Source: an optimization exercise on an open RTL-to-GDS flow (aim: small area). Production flows keep margins and buffers that such runs may drop.
Function was checked by simulation only, so behaviour that the tests miss may differ from the original.

== run 1 ==
==> module uart_ip_top, before the edit <==
module uart_ip_top (
    sys_clk,
    reset,
    din,
    ri,
    si,
    tx,
    dout,
    ro,
    so,
    rx
);
    input           sys_clk;
    input           reset;
    input   [0:7]   din;
    input           si;
    output          ri;
    output          tx;
    output  [0:7]   dout;
    input           ro;
    output          so;
    input           rx;
    reg     [8:0]   tq;
    wire    [8:0]   tc = tq ^ 9'b001010100;
    wire            bit_tick = tc[8] & ~tc[7] & tc[6] & ~tc[5] & tc[4] & ~tc[3] & tc[2] & ~tc[0];
    wire            tc_two   = tc[8] & ~tc[7] & ~tc[5] & tc[4] & ~tc[3] & ~tc[2] & ~tc[1] & tc[0];
    always @(posedge sys_clk, posedge reset)
        if (reset)  tq <= 9'd0;
        else        tq <= {tc[7:0], tc[8] ^ tc[3] ^ bit_tick} ^ 9'b001010100;
    reg     [0:7]   tmem [0:15];
    reg     [4:0]   tcnt;
    reg     [3:0]   twpos;
    wire            t_full = tcnt[4];
    wire            t_ne   = |tcnt;
    wire    [3:0]   twnext = twpos + 4'd1;
    integer         ti;
    assign ri = si & ~t_full;
    always @(posedge sys_clk)
        for (ti = 0; ti < 16; ti = ti + 1)
            tmem[ti] <= ~((ri && twnext == ti) ? ((ti % 2) ? din : ~din) : tmem[(ti + 15) % 16]);
    always @(posedge sys_clk, posedge reset)
        if (reset)  twpos <= 4'd0;
        else        twpos <= twnext + {3'd0, ri};
    reg     [3:0]   tpq;
    wire    [3:0]   tp = tpq ^ 4'b0011;
    reg             e_s, e_ss;       
    wire            t_idle = (tp == 4'd3);
    always @(posedge sys_clk, posedge reset)
        if (reset) begin
            tpq  <= 4'd0;
            e_s  <= 1'b0;
            e_ss <= 1'b0;
        end
        else if (bit_tick) begin
            e_s  <= t_ne;
            e_ss <= e_s;
            if (t_idle) begin
                if (e_ss) tpq <= 4'd7 ^ 4'b0011;
            end
            else tpq <= (tp + 4'd1) ^ 4'b0011;
        end
    wire            t_rd = tc_two && tp == 4'd7;
    always @(posedge sys_clk, posedge reset)
        if (reset)  tcnt <= 5'd0;
        else        tcnt <= tcnt + {4'd0, ri} - {4'd0, t_rd};
    reg     [0:7]   dt;
    always @(posedge sys_clk)
        if (t_idle && twpos == tcnt[3:0]) dt <= tmem[0];
    wire            dbit = dt[~tp[2:0]];
    reg             par;
    always @(posedge sys_clk)
        if (bit_tick) par <= tp[3] & (par ^ dbit);
    assign tx = tp[3] ? dbit : (tp[2] ? 1'b0 : ((tp[1] | tp[0]) ? 1'b1 : par));
    reg     [4:0]   rq;
    wire    [4:0]   rc = rq ^ 5'b11011;
    wire            s_tick = (rc == 5'b01011);
    wire            rc_two = ~rc[4] & rc[3] & rc[2] & ~rc[0];
    always @(posedge sys_clk, posedge reset)
        if (reset)  rq <= 5'd0;
        else        rq <= {rc[3:0], rc[4] ^ rc[1] ^ s_tick} ^ 5'b11011;
    reg             d1, d2, d3;
    always @(posedge sys_clk, posedge reset)
        if (reset) begin
            d1 <= 1'b0;
            d2 <= 1'b0;
            d3 <= 1'b0;
        end
        else if (s_tick) begin
            d1 <= rx;
            d2 <= d1;
            d3 <= d2;
        end
    reg             rbusy;           
    wire            ridle = ~rbusy;
    reg     [7:0]   k;
    wire            k_done = ~k[7] & ~k[6] & k[5];
    wire            r_done = ~ridle & k_done;
    always @(posedge sys_clk, posedge reset)
        if (reset) rbusy <= 1'b0;
        else if (s_tick) begin
            if (ridle) begin
                if (~d2 & d3) rbusy <= 1'b1;
            end
            else if (k_done) rbusy <= 1'b0;
        end
    always @(posedge sys_clk)
        if (s_tick) begin
            if (ridle) k <= 8'h79;
            else       k <= k + 8'd1;
        end
    reg     [0:7]   sr;
    wire            shift = k[7] & (k[3:0] == 4'hf);
    always @(posedge sys_clk)
        if (s_tick && shift) sr <= {rx, sr[0:6]};
    reg     [0:7]   ring [0:15];
    reg     [3:0]   rpos;
    reg     [4:0]   cnt;
    reg             f_s, f_ss;       
    reg             wp;              
    wire            r_full = cnt[4];
    wire            wgo    = wp & rc_two;
    wire            rd     = so & ro;
    wire    [3:0]   wpos   = rpos + cnt[3:0];
    wire            wr_now = ~ridle & ~k[7] & ~k[6] & ~r_full & (wpos == 4'd15);
    always @(posedge sys_clk, posedge reset)
        if (reset) begin
            f_s  <= 1'b0;
            f_ss <= 1'b0;
            wp   <= 1'b0;
        end
        else begin
            if (s_tick) begin
                f_s  <= r_full;
                f_ss <= f_s;
            end
            if (s_tick && r_done) wp <= ~f_ss;
            else if (rc_two)      wp <= 1'b0;
        end
    integer         ri_;
    always @(posedge sys_clk) begin
        for (ri_ = 1; ri_ < 16; ri_ = ri_ + 1)
            ring[ri_] <= ring[ri_ - 1];
        ring[0] <= wr_now ? sr : ring[15];
    end
    always @(posedge sys_clk, posedge reset)
        if (reset) begin
            rpos <= 4'd0;
            cnt  <= 5'd0;
        end
        else begin
            rpos <= rpos + {3'd0, rd} + 4'd1;
            cnt  <= cnt + {4'd0, wgo} - {4'd0, rd};
        end
    assign so   = |cnt;
    assign dout = rd ? ring[rpos] : 8'd0;
endmodule
clock: 20.0 ns
lec_check: 0
cap_margin: 20
core_margin: 2
core_utilization: 60
slew_margin: 20
standard.sh (not shown) runs the stock make flow with config.mk's settings and CLKGATE_MAP_FILE= SYNTH_SCRIPT=/design/flow/synth_recipe.tcl, a recipe that flattens the netlist after the stock synthesis.
==> flow/flow/run.sh <==
#!/bin/bash
# Own layout flow: the standard layout (standard.sh), with these changes.
#  1. Synthesis is ORFS's (synth_recipe.tcl, unchanged), but ABC maps the
#     logic with an area-only script (flow/abc_map.script, ABC amap) in place of
#     ORFS's delay-oriented abc_speed.script. Flip-flops are mapped by
#     dfflibmap before ABC runs, so the registers are the standard ones.
#     Adders are left to ABC as plain logic (no ADDER_MAP_FILE cells and no
#     Kogge-Stone carry map), which ABC maps smaller for this design.
#  2. Port buffers use the smallest buffer cell.
#  3. Clock tree synthesis without dummy loads.
# Each tool's output goes to a log file in this folder.
set -euo pipefail
here=$(pwd)
rm -rf "$here/scripts_abc"
cp -r "$FLOW_HOME/scripts" "$here/scripts_abc"
cp "$here/flow/abc_map.script" "$here/scripts_abc/abc_speed.script"
bash standard.sh SCRIPTS_DIR="$here/scripts_abc" ADDER_MAP_FILE= SYNTH_OPERATIONS_ARGS=-nofsm synth > "$here/synth.log" 2>&1
cts="-sink_clustering_enable -repair_clock_nets -dont_use_dummy_load"
cts="$cts -sink_clustering_size $(cat flow/cts_size) -sink_clustering_max_diameter $(cat flow/cts_diam)"
cts="$cts -buf_list $(cat flow/cts_buf)"
bash standard.sh BUFFER_PORTS_ARGS="-buffer_cell sky130_fd_sc_hd__buf_1" CTS_ARGS="$cts" > "$here/layout.log" 2>&1
test -s out/final.def
==> flow/flow/abc_map.script <==
strash
ifraig
scorr
dc2
strash
dch
amap -F 4 -A 8
topo
stime -c
==> flow/flow/cts_buf <==
sky130_fd_sc_hd__clkbuf_16
==> flow/flow/cts_diam <==
100
==> flow/flow/cts_size <==
30
> inputs changed (run 1 -> run 2)
--- a/flow/design.v
+++ b/flow/design.v
@@ -29,19 +29,20 @@
         if (reset)  tq <= 9'd0;
         else        tq <= {tc[7:0], tc[8] ^ tc[3] ^ bit_tick} ^ 9'b001010100;
     reg     [0:7]   tmem [0:15];
-    reg     [4:0]   tcnt;
     reg     [3:0]   twpos;
-    wire            t_full = tcnt[4];
-    wire            t_ne   = |tcnt;
-    wire    [3:0]   twnext = twpos + 4'd1;
+    reg     [3:0]   trpos;
+    reg             tlastw;
+    wire            t_eq   = (twpos == trpos);
+    wire            t_full = t_eq & tlastw;
+    wire            t_ne   = ~t_eq | tlastw;
     integer         ti;
     assign ri = si & ~t_full;
     always @(posedge sys_clk)
         for (ti = 0; ti < 16; ti = ti + 1)
-            tmem[ti] <= ~((ri && twnext == ti) ? ((ti % 2) ? din : ~din) : tmem[(ti + 15) % 16]);
+            tmem[ti] <= ~((ri && twpos == ti) ? ((ti % 2) ? ~din : din) : tmem[(ti + 15) % 16]);
     always @(posedge sys_clk, posedge reset)
         if (reset)  twpos <= 4'd0;
-        else        twpos <= twnext + {3'd0, ri};
+        else        twpos <= twpos + {3'd0, ri} + 4'd1;
     reg     [3:0]   tpq;
     wire    [3:0]   tp = tpq ^ 4'b0011;
     reg             e_s, e_ss;       
@@ -62,11 +63,17 @@
         end
     wire            t_rd = tc_two && tp == 4'd7;
     always @(posedge sys_clk, posedge reset)
-        if (reset)  tcnt <= 5'd0;
-        else        tcnt <= tcnt + {4'd0, ri} - {4'd0, t_rd};
+        if (reset) begin
+            trpos  <= 4'd0;
+            tlastw <= 1'b0;
+        end
+        else begin
+            trpos <= trpos + {3'd0, t_rd} + 4'd1;
+            if (ri != t_rd) tlastw <= ri;
+        end
     reg     [0:7]   dt;
     always @(posedge sys_clk)
-        if (t_idle && twpos == tcnt[3:0]) dt <= tmem[0];
+        if (t_idle && trpos == 4'd0) dt <= tmem[15];
     wire            dbit = dt[~tp[2:0]];
     reg             par;
     always @(posedge sys_clk)
@@ -115,13 +122,14 @@
         if (s_tick && shift) sr <= {rx, sr[0:6]};
     reg     [0:7]   ring [0:15];
     reg     [3:0]   rpos;
-    reg     [4:0]   cnt;
+    reg     [3:0]   wpos;
+    reg             rlastw;
     reg             f_s, f_ss;       
     reg             wp;              
-    wire            r_full = cnt[4];
+    wire            r_eq   = (rpos == wpos);
+    wire            r_full = r_eq & rlastw;
     wire            wgo    = wp & rc_two;
     wire            rd     = so & ro;
-    wire    [3:0]   wpos   = rpos + cnt[3:0];
     wire            wr_now = ~ridle & ~k[7] & ~k[6] & ~r_full & (wpos == 4'd15);
     always @(posedge sys_clk, posedge reset)
         if (reset) begin
@@ -145,13 +153,15 @@
     end
     always @(posedge sys_clk, posedge reset)
         if (reset) begin
-            rpos <= 4'd0;
-            cnt  <= 5'd0;
+            rpos   <= 4'd0;
+            wpos   <= 4'd0;
+            rlastw <= 1'b0;
         end
         else begin
             rpos <= rpos + {3'd0, rd} + 4'd1;
-            cnt  <= cnt + {4'd0, wgo} - {4'd0, rd};
+            wpos <= wpos + {3'd0, wgo} + 4'd1;
+            if (wgo != rd) rlastw <= wgo;
         end
-    assign so   = |cnt;
+    assign so   = ~r_eq | rlastw;
     assign dout = rd ? ring[rpos] : 8'd0;
 endmodule
==> run notes <==
- Run 2 | stages: all done | timing, DRC, antenna: all pass
- Internal reg-to-reg setup slack, run 2 and run 1: lower on run 2
- Cell area delta (run 2 − run 1): favourable
- Run 2 vs. run 1: global-route wire length before repair went down by 670 um.
- From run 1 to run 2 the numbers moved as follows: sequential share of layout area has increased, number of nets produced by synthesis now smaller.
- Against run 1, die footprint in run 2 fell slightly.
- Compared with run 1, in run 2 post-placement worst setup slack fell by 0.011 ns, fraction of standard cell area in multi-input logic went down 0.87 points, setup slack now larger.
- Re post-route minimum period: run 2 is 0.016 ns down on run 1.

static timing again, ports no longer ideal:
No port has a modelled driver above. Below, the same layouts with a new extraction and two added sets of constraints. Step 1 assumes that a clkbuf_16 drives the clock port and a buf_2 every other input. Step 2 also shifts input and output timing later by t, the mid clock arrival at the registers, as if the neighbouring blocks saw the same clock. Three values: ideal, step 1, step 2; two values: the first two.
run	t (ns)	setup slack, ns	worst setup path at the end	cell pins on the clock port's net
run 1	0.524	11.117 / 11.093 / 11.093	input to output	1
run 2	0.524	11.133 / 11.111 / 11.111	input to output	1
After both steps every run listed still meets setup and hold. For run 1, which loses most, drivers alone change the setup slack by -0.024 ns; drivers and shift together by -0.024 ns.
